Context: an optimization exercise on an open-source flow, tuned for small area. The choices shown serve that exercise and are no tape-out recipe. Function was checked by simulation only, so behaviour that the tests miss may differ from the original. The clock port is modelled as an ideal driver, which makes a skipped or thinned clock tree look cheaper than it is; a real chip needs a root buffer or a tree. Power and IR drop assume default switching activity.

## clock_top
module clock_top(
	input clk,
	input rst_n,
	input [3:1] key_n,
	input [9:0] sw,
	output [6:0] hex0,
	output [6:0] hex1,
	output [6:0] hex2,
	output [6:0] hex3,
	output [7:0] ledg
);
Size in the first run: about 200 cells after synthesis, roughly 51 I/O pins.
clock: 15.0 ns
lec_check: 0
cap_margin: 20
core_margin: 2
core_utilization: 40
slew_margin: 20
standard.sh (not shown) runs the stock make flow with config.mk's settings and CLKGATE_MAP_FILE= SYNTH_SCRIPT=/design/flow/synth_recipe.tcl, a recipe that flattens the netlist after the stock synthesis.
==> flow/flow/run.sh <==
#!/bin/bash
# The standard layout with three changes:
#  - the logic is mapped with an area-oriented ABC script (flow/synth.tcl, flow/area.abc).
#    The standard synthesis runs first; the area-mapped netlist, whose registers are the
#    same, then gets the standard synthesis's register names (flow/pair_regs.py) and
#    replaces the standard netlist before floorplanning;
#  - every port gets the smallest buffer (buf_1) instead of the default;
#  - the clock reaches the registers through a few clkbuf cells fed straight from the
#    clock port (flow/post_cts.tcl) instead of the two-level H-tree.
# Each tool's output goes to a log file of its own in this folder.
set -euo pipefail
W=$PWD
R=orfs/results/sky130hd/clock_top/base
export MY_FLOW_DIR=$W/flow
export AREA_ABC_SCRIPT=$W/flow/area.abc
export BUFFER_PORTS_ARGS="-buffer_cell sky130_fd_sc_hd__buf_1"
export CTS_ARGS="-sink_clustering_enable -repair_clock_nets -dont_use_dummy_load"
export POST_CTS_TCL=$W/flow/post_cts.tcl
export SKIP_REPAIR_TIE_FANOUT=1
export MY_CLK_BUFS=${MY_CLK_BUFS:-3}
export MY_CLK_BUF_CELL=${MY_CLK_BUF_CELL:-sky130_fd_sc_hd__clkbuf_8}

# 1. standard synthesis
bash standard.sh synth > std_synth.log 2>&1
cp $R/1_2_yosys.v std_1_2_yosys.v
# 2. area-oriented synthesis in a folder of its own
sed -e "s#SYNTH_SCRIPT=[^ ]*#SYNTH_SCRIPT=$W/flow/synth.tcl#" \
    -e "s#WORK_HOME=[^ ]*#WORK_HOME=$W/orfs_area#" standard.sh > area_synth.sh
bash area_synth.sh synth > area_synth.log 2>&1
# 3. area netlist with the standard register names replaces the standard netlist
if python3 flow/pair_regs.py std_1_2_yosys.v orfs_area/results/sky130hd/clock_top/base/1_2_yosys.v > paired_1_2_yosys.v 2> pair_regs.log; then
  cp paired_1_2_yosys.v $R/1_2_yosys.v
else
  cat pair_regs.log
fi
# 4. the rest of the standard flow
bash standard.sh > flow.log 2>&1
Other scripts of this flow, unchanged in this note and not shown: flow/flow/area.abc, flow/flow/clkbuf.tcl, flow/flow/pair_regs.py, flow/flow/post_cts.tcl, flow/flow/synth.tcl
Rerun with:
--- a/flow/flow/run.sh
+++ b/flow/flow/run.sh
@@ -19 +18,0 @@
-export SKIP_REPAIR_TIE_FANOUT=1
@@ -31 +30 @@
-if python3 flow/pair_regs.py std_1_2_yosys.v orfs_area/results/sky130hd/clock_top/base/1_2_yosys.v > paired_1_2_yosys.v 2> pair_regs.log; then
+if python3 flow/pair_regs.py std_1_2_yosys.v orfs_area/$R/1_2_yosys.v > paired_1_2_yosys.v 2> pair_regs.log; then
The new run passed the timing, DRC and antenna checks.
Synthesized cell count rises by 6.2%.
Setup slack improved by 0.012 ns.
Power drops by about 2.5%.
First-iteration DRC count grows by about 100%.
Utilization goes down by 0.45 points.
Final area is higher by 7.1%.
Sequential share of layout area came out lower by 3.2 points.
Cell count grows by about 5.4%.
Area after synthesis climbs by 7.6%.
No run of this note takes its clock network from TritonCTS; it comes from the design's own scripts or RTL.

* * *

Another version of the RTL of clock_top (not shown whole).
Size in the first run: roughly 51 I/O pins, about 1900 µm² of cells after synthesis.
export LEC_CHECK = 0
export CAP_MARGIN = 0
export CORE_MARGIN = 2
export CORE_UTILIZATION = 40
export SLEW_MARGIN = 0
create_clock -name core_clock -period 15.0 [get_ports {clk}]
==> flow/flow/run.sh <==
#!/bin/bash
# The standard layout with these changes:
#  - the logic is mapped with area-oriented ABC scripts (flow/synth.tcl, flow/area*.abc).
#    The standard synthesis runs first; the smallest area-mapped netlist, whose registers
#    are the same, then gets the standard synthesis's register names (flow/pair_regs.py)
#    and replaces the standard netlist before floorplanning;
#  - every port gets the smallest buffer (buf_1) instead of the default;
#  - the reset port's buffer (a buf_4) drives the reset pins without a second buffer
#    (flow/rstbuf.tcl);
#  - one tie cell drives all constant outputs (SKIP_REPAIR_TIE_FANOUT).
# Each tool's output goes to a log file of its own in this folder.
set -euo pipefail
W=$PWD
R=orfs/results/sky130hd/clock_top/base
export MY_FLOW_DIR=$W/flow
export BUFFER_PORTS_ARGS="-buffer_cell sky130_fd_sc_hd__buf_1"
export CTS_ARGS="-sink_clustering_enable -repair_clock_nets -dont_use_dummy_load"
export POST_CTS_TCL=$W/flow/post_cts.tcl
export MY_CLK_SLEW_PS=120
export SKIP_REPAIR_TIE_FANOUT=1

# 1. standard synthesis
bash standard.sh synth > std_synth.log 2>&1
cp $R/1_2_yosys.v std_1_2_yosys.v
# 2. area-oriented syntheses, one per ABC script (flow/area*.abc), each in a folder of its
#    own and run side by side; the one with the smallest cell area is kept
best=""; best_area=""
n=0
pids=()
for abc in flow/area*.abc; do
  k=$(basename $abc .abc)
  sed -e "s#SYNTH_SCRIPT=[^ ]*#SYNTH_SCRIPT=$W/flow/synth.tcl#" \
      -e "s#WORK_HOME=[^ ]*#WORK_HOME=$W/orfs_$k#" standard.sh > synth_$k.sh
  AREA_ABC_SCRIPT=$W/$abc bash synth_$k.sh synth > synth_$k.log 2>&1 &
  pids+=($!)
  n=$((n + 1))
  # at most NUM_CORES at a time: ABC's deep synthesis runs on a time budget
  if (( n % ${NUM_CORES:-4} == 0 )); then
    for p in "${pids[@]}"; do wait $p || true; done
    pids=()
  fi
done
for p in "${pids[@]}"; do wait $p || true; done
for abc in flow/area*.abc; do
  k=$(basename $abc .abc)
  stat=orfs_$k/reports/sky130hd/clock_top/base/synth_stat.txt
  net=orfs_$k/results/sky130hd/clock_top/base/1_2_yosys.v
  [[ -f $stat && -f $net ]] || continue
  a=$(awk '/Chip area for module/ {print $NF}' $stat | tail -1)
  echo "$k $a" >> synth_areas.log
  if [[ -z "$best" ]] || awk -v a=$a -v b=$best_area 'BEGIN {exit !(a < b)}'; then best=$k; best_area=$a; fi
done
echo "kept $best $best_area" >> synth_areas.log
# 3. the kept netlist, with the standard register names, replaces the standard netlist
if [[ -n "$best" ]] && python3 flow/pair_regs.py std_1_2_yosys.v orfs_$best/results/sky130hd/clock_top/base/1_2_yosys.v > paired_1_2_yosys.v 2> pair_regs.log; then
  cp paired_1_2_yosys.v $R/1_2_yosys.v
else
  cat pair_regs.log || true
fi
# 4. the rest of the standard flow
bash standard.sh > flow.log 2>&1
==> flow/flow/area01.abc <==
strash
&get -n
&st
&syn2
&dch
&nf -R 1000 -p
&put
topo
dnsize
==> flow/flow/area02.abc <==
strash
&get -n
&st
&syn2
&deepsyn -T 30 -S 3
&dch -f
&nf -R 1000 -p -F 8 -A 8
&put
topo
dnsize
==> flow/flow/area03.abc <==
strash
&get -n
&st
&syn2
&deepsyn -T 30 -S 11 -o
&dch
&nf -R 1000 -p
&put
topo
dnsize
==> flow/flow/area04.abc <==
strash
&get -n
&st
&syn2
&deepsyn -T 30 -S 21
&dch
&nf -R 1000 -p
&put
topo
dnsize
==> flow/flow/area05.abc <==
strash
&get -n
&st
&deepsyn -T 30 -S 33
&syn2
&dch
&nf -R 1000 -p
&put
topo
dnsize
==> flow/flow/area06.abc <==
strash
&get -n
&st
&syn2
&deepsyn -T 30 -S 47
&dch -f
&nf -R 1000 -p -F 8 -A 8
&put
topo
dnsize
==> flow/flow/area07.abc <==
strash
&get -n
&st
&syn2
&deepsyn -T 30 -S 59 -o
&dch
&nf -R 1000 -p
&put
topo
dnsize
==> flow/flow/area08.abc <==
strash
&get -n
&st
&syn2
&deepsyn -T 30 -S 71
&dch
&nf -R 1000 -p
&put
topo
dnsize
==> flow/flow/area09.abc <==
strash
&get -n
&st
&deepsyn -T 30 -S 83
&syn2
&dch
&nf -R 1000 -p
&put
topo
dnsize
==> flow/flow/area10.abc <==
strash
&get -n
&st
&syn2
&deepsyn -T 30 -S 89
&dch -f
&nf -R 1000 -p -F 8 -A 8
&put
topo
dnsize
==> flow/flow/area11.abc <==
strash
&get -n
&st
&syn2
&deepsyn -T 30 -S 97 -o
&dch
&nf -R 1000 -p
&put
topo
dnsize
==> flow/flow/area12.abc <==
strash
&get -n
&st
&syn2
&deepsyn -T 30 -S 5
&dch
&nf -R 1000 -p
&put
topo
dnsize
Other scripts of this flow, unchanged in this note and not shown: flow/flow/clkbuf.tcl, flow/flow/pair_regs.py, flow/flow/post_cts.tcl, flow/flow/rstbuf.tcl, flow/flow/synth.tcl
Then changed:
==> flow/flow/area1.abc (new file) <==
strash
&get -n
&st
&syn2
&dch
&nf -R 1000 -p
&put
topo
dnsize
==> flow/flow/area2.abc (new file) <==
strash
&get -n
&st
&syn2
&deepsyn -T 40
&dch
&nf -R 1000 -p
&put
topo
dnsize
==> flow/flow/area3.abc (new file) <==
strash
&get -n
&st
&syn2
&deepsyn -T 40 -S 59 -o
&dch -f
&nf -R 1000 -p -F 8 -A 8
&put
topo
dnsize
==> flow/flow/area4.abc (new file) <==
strash
&get -n
&st
&syn2
&deepsyn -T 30 -S 3
&dch -f
&nf -R 1000 -p
&put
topo
dnsize
==> flow/flow/area5.abc (new file) <==
strash
&get -n
&st
&syn2
&deepsyn -T 40 -S 21
&dch
&nf -R 1000 -p
&put
topo
dnsize
==> flow/flow/area6.abc (new file) <==
strash
&get -n
&st
&deepsyn -T 40 -S 33
&dch -f
&nf -R 1000 -p
&put
topo
dnsize
==> flow/flow/area7.abc (new file) <==
strash
&get -n
&st
&syn2
&deepsyn -T 40 -S 71
&dch -f
&nf -R 1000 -p -F 8 -A 8
&put
topo
dnsize
==> flow/flow/area8.abc (new file) <==
strash
&get -n
&st
&syn2
&deepsyn -T 40 -S 59 -o
&dch
&nf -R 1000 -p
&put
topo
dnsize
removed: flow/flow/area01.abc
removed: flow/flow/area02.abc
removed: flow/flow/area03.abc
removed: flow/flow/area04.abc
removed: flow/flow/area05.abc
removed: flow/flow/area06.abc
removed: flow/flow/area07.abc
removed: flow/flow/area08.abc
removed: flow/flow/area09.abc
removed: flow/flow/area10.abc
removed: flow/flow/area11.abc
removed: flow/flow/area12.abc
Result: Synthesized area stays flat. Design area goes up by 0.36%. Clock skew is about the same. Sequential share of layout area is lower by 0.18 points. Clock power grows by 7.8%. Setup slack improves by 0.054 ns. Total power increases by 0.54%. Hold slack gets better by 0.0052 ns. Via count rises by 3.5%.
In every run of this note, the design's own scripts or RTL, not TritonCTS, make the clock network.

* * *

clock_top, a different RTL version from the one above (not shown whole).
Size: roughly 280 cells after synthesis, ~42 flip-flops, about 51 I/O pins, roughly 0.0027 sq mm of cells after synthesis.
make LEC_CHECK=0 CAP_MARGIN=20 CORE_MARGIN=2 CORE_UTILIZATION=40 SLEW_MARGIN=20 finish   # period 15.0 ns
run.sh (not shown) runs the stock make flow with config.mk's settings and CLKGATE_MAP_FILE= SYNTH_SCRIPT=/design/flow/synth_recipe.tcl, a recipe that flattens the netlist after the stock synthesis.
Stock flow here: none of the scripts above is used.
Then changed:
==> flow/flow/run.sh (new file) <==
#!/bin/bash
set -euo pipefail
export BUFFER_PORTS_ARGS="-buffer_cell sky130_fd_sc_hd__buf_1"
export CTS_ARGS="-sink_clustering_enable -repair_clock_nets -dont_use_dummy_load -buf_list sky130_fd_sc_hd__clkbuf_4 sky130_fd_sc_hd__clkbuf_8"
bash standard.sh > standard.log 2>&1
==> flow/standard.sh (new file) <==
#!/bin/bash
# synth_recipe.tcl (not shown) runs the flow's synth.tcl, then flattens the netlist and writes it again
# the make line also repeats each setting of config.mk as NAME=value (left out here)
make -C /OpenROAD-flow-scripts/flow DESIGN_CONFIG=/design/flow/config.mk WORK_HOME=/design/flow/orfs CLKGATE_MAP_FILE= SYNTH_SCRIPT=/design/flow/synth_recipe.tcl "${@:-finish}"
removed: flow/run.sh
Outcome: Now the flow ended with an error in clock tree synthesis with STA-0564. Synthesized cell count does not change. Synthesized area is unchanged.
Then changed:
==> flow/flow/run.sh (replaced) <==
#!/bin/bash
set -euo pipefail
export BUFFER_PORTS_ARGS="-buffer_cell sky130_fd_sc_hd__buf_1"
export CTS_ARGS="-sink_clustering_enable -repair_clock_nets -dont_use_dummy_load -buf_list {sky130_fd_sc_hd__clkbuf_4 sky130_fd_sc_hd__clkbuf_8}"
bash standard.sh > standard.log 2>&1
=> This time the run completed with no timing, DRC or antenna violations; synthesized cell count stays the same; synthesized area does not change.

* * *

RTL: one of the versions met above, not the one the previous note started from.
For scale: roughly 51 I/O pins, roughly 1900 µm² of cells after synthesis.
==> flow/config.mk <==
export PLATFORM = sky130hd
export DESIGN_NAME = clock_top
export DESIGN_NICKNAME = clock_top
export VERILOG_FILES = /design/flow/design.v
export SDC_FILE = /design/flow/constraint.sdc
export NUM_CORES = 4
export LEC_CHECK = 0
export CAP_MARGIN = 0
export CORE_MARGIN = 2
export CORE_UTILIZATION = 40
export SLEW_MARGIN = 0
==> flow/constraint.sdc <==
create_clock -name core_clock -period 15.0 [get_ports {clk}]
set_input_delay 3.0000 -clock core_clock [delete_from_list [all_inputs] [get_ports {clk}]]
set_output_delay 3.0000 -clock core_clock [all_outputs]
set_load 0.01 [all_outputs]
standard.sh (not shown) runs the stock make flow with config.mk's settings and CLKGATE_MAP_FILE= SYNTH_SCRIPT=/design/flow/synth_recipe.tcl, a recipe that flattens the netlist after the stock synthesis.
==> flow/flow/run.sh <==
#!/bin/bash
# The standard layout with these changes:
#  - the logic is mapped with area-oriented ABC scripts (flow/synth.tcl, flow/area*.abc).
#    The standard synthesis runs first; the smallest area-mapped netlist, whose registers
#    are the same, then gets the standard synthesis's register names (flow/pair_regs.py)
#    and replaces the standard netlist before floorplanning;
#  - every port gets the smallest buffer (buf_1) instead of the default;
#  - the reset port's buffer (a buf_4) drives the reset pins without a second buffer
#    (flow/rstbuf.tcl);
#  - one tie cell drives all constant outputs (SKIP_REPAIR_TIE_FANOUT).
# Each tool's output goes to a log file of its own in this folder.
set -euo pipefail
W=$PWD
R=orfs/results/sky130hd/clock_top/base
export MY_FLOW_DIR=$W/flow
export BUFFER_PORTS_ARGS="-buffer_cell sky130_fd_sc_hd__buf_1"
export CTS_ARGS="-sink_clustering_enable -repair_clock_nets -dont_use_dummy_load"
export POST_CTS_TCL=$W/flow/post_cts.tcl
export MY_CLK_SLEW_PS=120
export SKIP_REPAIR_TIE_FANOUT=1

# 1. standard synthesis
bash standard.sh synth > std_synth.log 2>&1
cp $R/1_2_yosys.v std_1_2_yosys.v
# 2. area-oriented syntheses, one per ABC script (flow/area*.abc), each in a folder of its
#    own and run side by side; the one with the smallest cell area is kept
best=""; best_area=""
n=0
pids=()
for abc in flow/area*.abc; do
  k=$(basename $abc .abc)
  sed -e "s#SYNTH_SCRIPT=[^ ]*#SYNTH_SCRIPT=$W/flow/synth.tcl#" \
      -e "s#WORK_HOME=[^ ]*#WORK_HOME=$W/orfs_$k#" standard.sh > synth_$k.sh
  AREA_ABC_SCRIPT=$W/$abc bash synth_$k.sh synth > synth_$k.log 2>&1 &
  pids+=($!)
  n=$((n + 1))
  # at most NUM_CORES at a time: ABC's deep synthesis runs on a time budget
  if (( n % ${NUM_CORES:-4} == 0 )); then
    for p in "${pids[@]}"; do wait $p || true; done
    pids=()
  fi
done
for p in "${pids[@]}"; do wait $p || true; done
for abc in flow/area*.abc; do
  k=$(basename $abc .abc)
  stat=orfs_$k/reports/sky130hd/clock_top/base/synth_stat.txt
  net=orfs_$k/results/sky130hd/clock_top/base/1_2_yosys.v
  [[ -f $stat && -f $net ]] || continue
  a=$(awk '/Chip area for module/ {print $NF}' $stat | tail -1)
  echo "$k $a" >> synth_areas.log
  if [[ -z "$best" ]] || awk -v a=$a -v b=$best_area 'BEGIN {exit !(a < b)}'; then best=$k; best_area=$a; fi
done
echo "kept $best $best_area" >> synth_areas.log
# 3. the kept netlist, with the standard register names, replaces the standard netlist
if [[ -n "$best" ]] && python3 flow/pair_regs.py std_1_2_yosys.v orfs_$best/results/sky130hd/clock_top/base/1_2_yosys.v > paired_1_2_yosys.v 2> pair_regs.log; then
  cp paired_1_2_yosys.v $R/1_2_yosys.v
else
  cat pair_regs.log || true
fi
# 4. the rest of the standard flow
bash standard.sh > flow.log 2>&1
==> flow/flow/area03.abc <==
strash
&get -n
&st
&syn2
&deepsyn -T 30 -S 3
&dch
&put
amap
topo
dnsize
==> flow/flow/area05.abc <==
strash
&get -n
&st
&syn2
&dch
&put
amap
topo
dnsize
==> flow/flow/area09.abc <==
strash
&get -n
&st
&syn2
&deepsyn -T 30 -S 71
&dch -f
&put
amap
topo
dnsize
Other scripts of this flow, unchanged in this note and not shown: flow/flow/area01.abc, flow/flow/area02.abc, flow/flow/area04.abc, flow/flow/area06.abc, flow/flow/area07.abc, flow/flow/area08.abc, flow/flow/area10.abc, flow/flow/area11.abc, flow/flow/area12.abc, flow/flow/clkbuf.tcl, flow/flow/pair_regs.py, flow/flow/post_cts.tcl, flow/flow/rstbuf.tcl, flow/flow/synth.tcl
Change:
--- a/flow/flow/run.sh
+++ b/flow/flow/run.sh
@@ -4,5 +4,6 @@
 #    The standard synthesis runs first; the smallest area-mapped netlist, whose registers
 #    are the same, then gets the standard synthesis's register names (flow/pair_regs.py)
-#    and replaces the standard netlist before floorplanning;
+#    and replaces the standard netlist before floorplanning. These syntheses leave the
+#    adders to ABC (ADDER_MAP_FILE empty) instead of mapping them to half/full adder cells;
 #  - every port gets the smallest buffer (buf_1) instead of the default;
 #  - the reset port's buffer (a buf_4) drives the reset pins without a second buffer
@@ -32,5 +33,5 @@
   sed -e "s#SYNTH_SCRIPT=[^ ]*#SYNTH_SCRIPT=$W/flow/synth.tcl#" \
       -e "s#WORK_HOME=[^ ]*#WORK_HOME=$W/orfs_$k#" standard.sh > synth_$k.sh
-  AREA_ABC_SCRIPT=$W/$abc bash synth_$k.sh synth > synth_$k.log 2>&1 &
+  AREA_ABC_SCRIPT=$W/$abc bash synth_$k.sh ADDER_MAP_FILE= synth > synth_$k.log 2>&1 &
   pids+=($!)
   n=$((n + 1))
==> flow/flow/area03.abc (replaced) <==
strash
&get -n
&st
&syn2
&deepsyn -T 30 -S 13
&dch -f
&nf -R 1000 -p -F 8 -A 8
&put
topo
dnsize
==> flow/flow/area05.abc (replaced) <==
strash
&get -n
&st
&deepsyn -T 30 -S 29
&syn2
&dch
&nf -R 1000 -p
&put
topo
dnsize
==> flow/flow/area09.abc (replaced) <==
strash
&get -n
&st
&syn2
&deepsyn -T 30 -S 41
&dch -f
&nf -R 1000 -p -F 8 -A 8
&put
topo
dnsize
The new run ran to the end with no violations.
Routed wire length went up by 3.3%.
Cell count went up by 1.8%.
Combinational power drops by 22%.
Register-to-register slack degrades by 0.33 ns.
Power came out lower by 10%.
Worst setup slack got worse by 0.077 ns.
Maximum frequency shrinks by 1.1%.
Clock skew came out lower by 0.0074 ns.
Cell area drops by 0.42%.
No run of this note takes its clock network from TritonCTS; it comes from the design's own scripts or RTL.

## afterwards: timing with drivers on the ports
How much do the figures lean on ideal ports? The routed layouts below were timed once more, with nothing changed but the port constraints. Step 1 sets driving cells, clkbuf_16 on the clock port and buf_2 on the other inputs (assumed; they add their load-dependent delay and slew). Step 2 times the ports against the registers' clock, not the clock port: input delays grow and output delays shrink by t, the midpoint of the rising clock arrivals with the driver on. Three values: no drivers, after step 1, after step 2; two values: the first two.
| run | shift t [ns] | setup slack, ns | worst hold slack (ns) | latest minus earliest clock arrival (ns) | worst data-port slew with drivers (ns) |
|---|---|---|---|---|---|
| the first run of note 1 | 0.183 | 7.896 / 7.874 / 7.874 | 0.386 / 0.386 / 0.386 | 0.017 / 0.017 | 0.04 |
| the second run of note 1 | 0.188 | 7.908 / 7.886 / 7.886 | 0.378 / 0.378 / 0.378 | 0.027 / 0.027 | 0.03 |
| the first run of note 2 | 0.197 | 8.018 / 7.995 / 7.995 | 0.377 / 0.377 / 0.377 | 0.022 / 0.022 | 0.03 |
| the second run of note 2 | 0.196 | 8.073 / 8.050 / 8.050 | 0.383 / 0.383 / 0.383 | 0.025 / 0.025 | 0.04 |
| the first run of note 3 | 0.307 | 7.511 / 7.491 / 7.274 | 0.472 / 0.472 / 0.472 | 0.007 / 0.007 | 0.05 |
| the third run of note 3 | 0.302 | 7.899 / 7.876 / 7.724 | 0.466 / 0.466 / 0.466 | 0.019 / 0.020 | 0.03 |
| the first run of note 4 | 0.197 | 8.018 / 7.995 / 7.995 | 0.377 / 0.377 / 0.377 | 0.022 / 0.022 | 0.03 |
| the second run of note 4 | 0.203 | 7.941 / 7.919 / 7.919 | 0.370 / 0.370 / 0.370 | 0.014 / 0.015 | 0.03 |
After both steps every run listed still meets setup and hold. For the first run of note 3, which loses most, drivers alone change the setup slack by -0.020 ns; drivers and shift together by -0.237 ns.
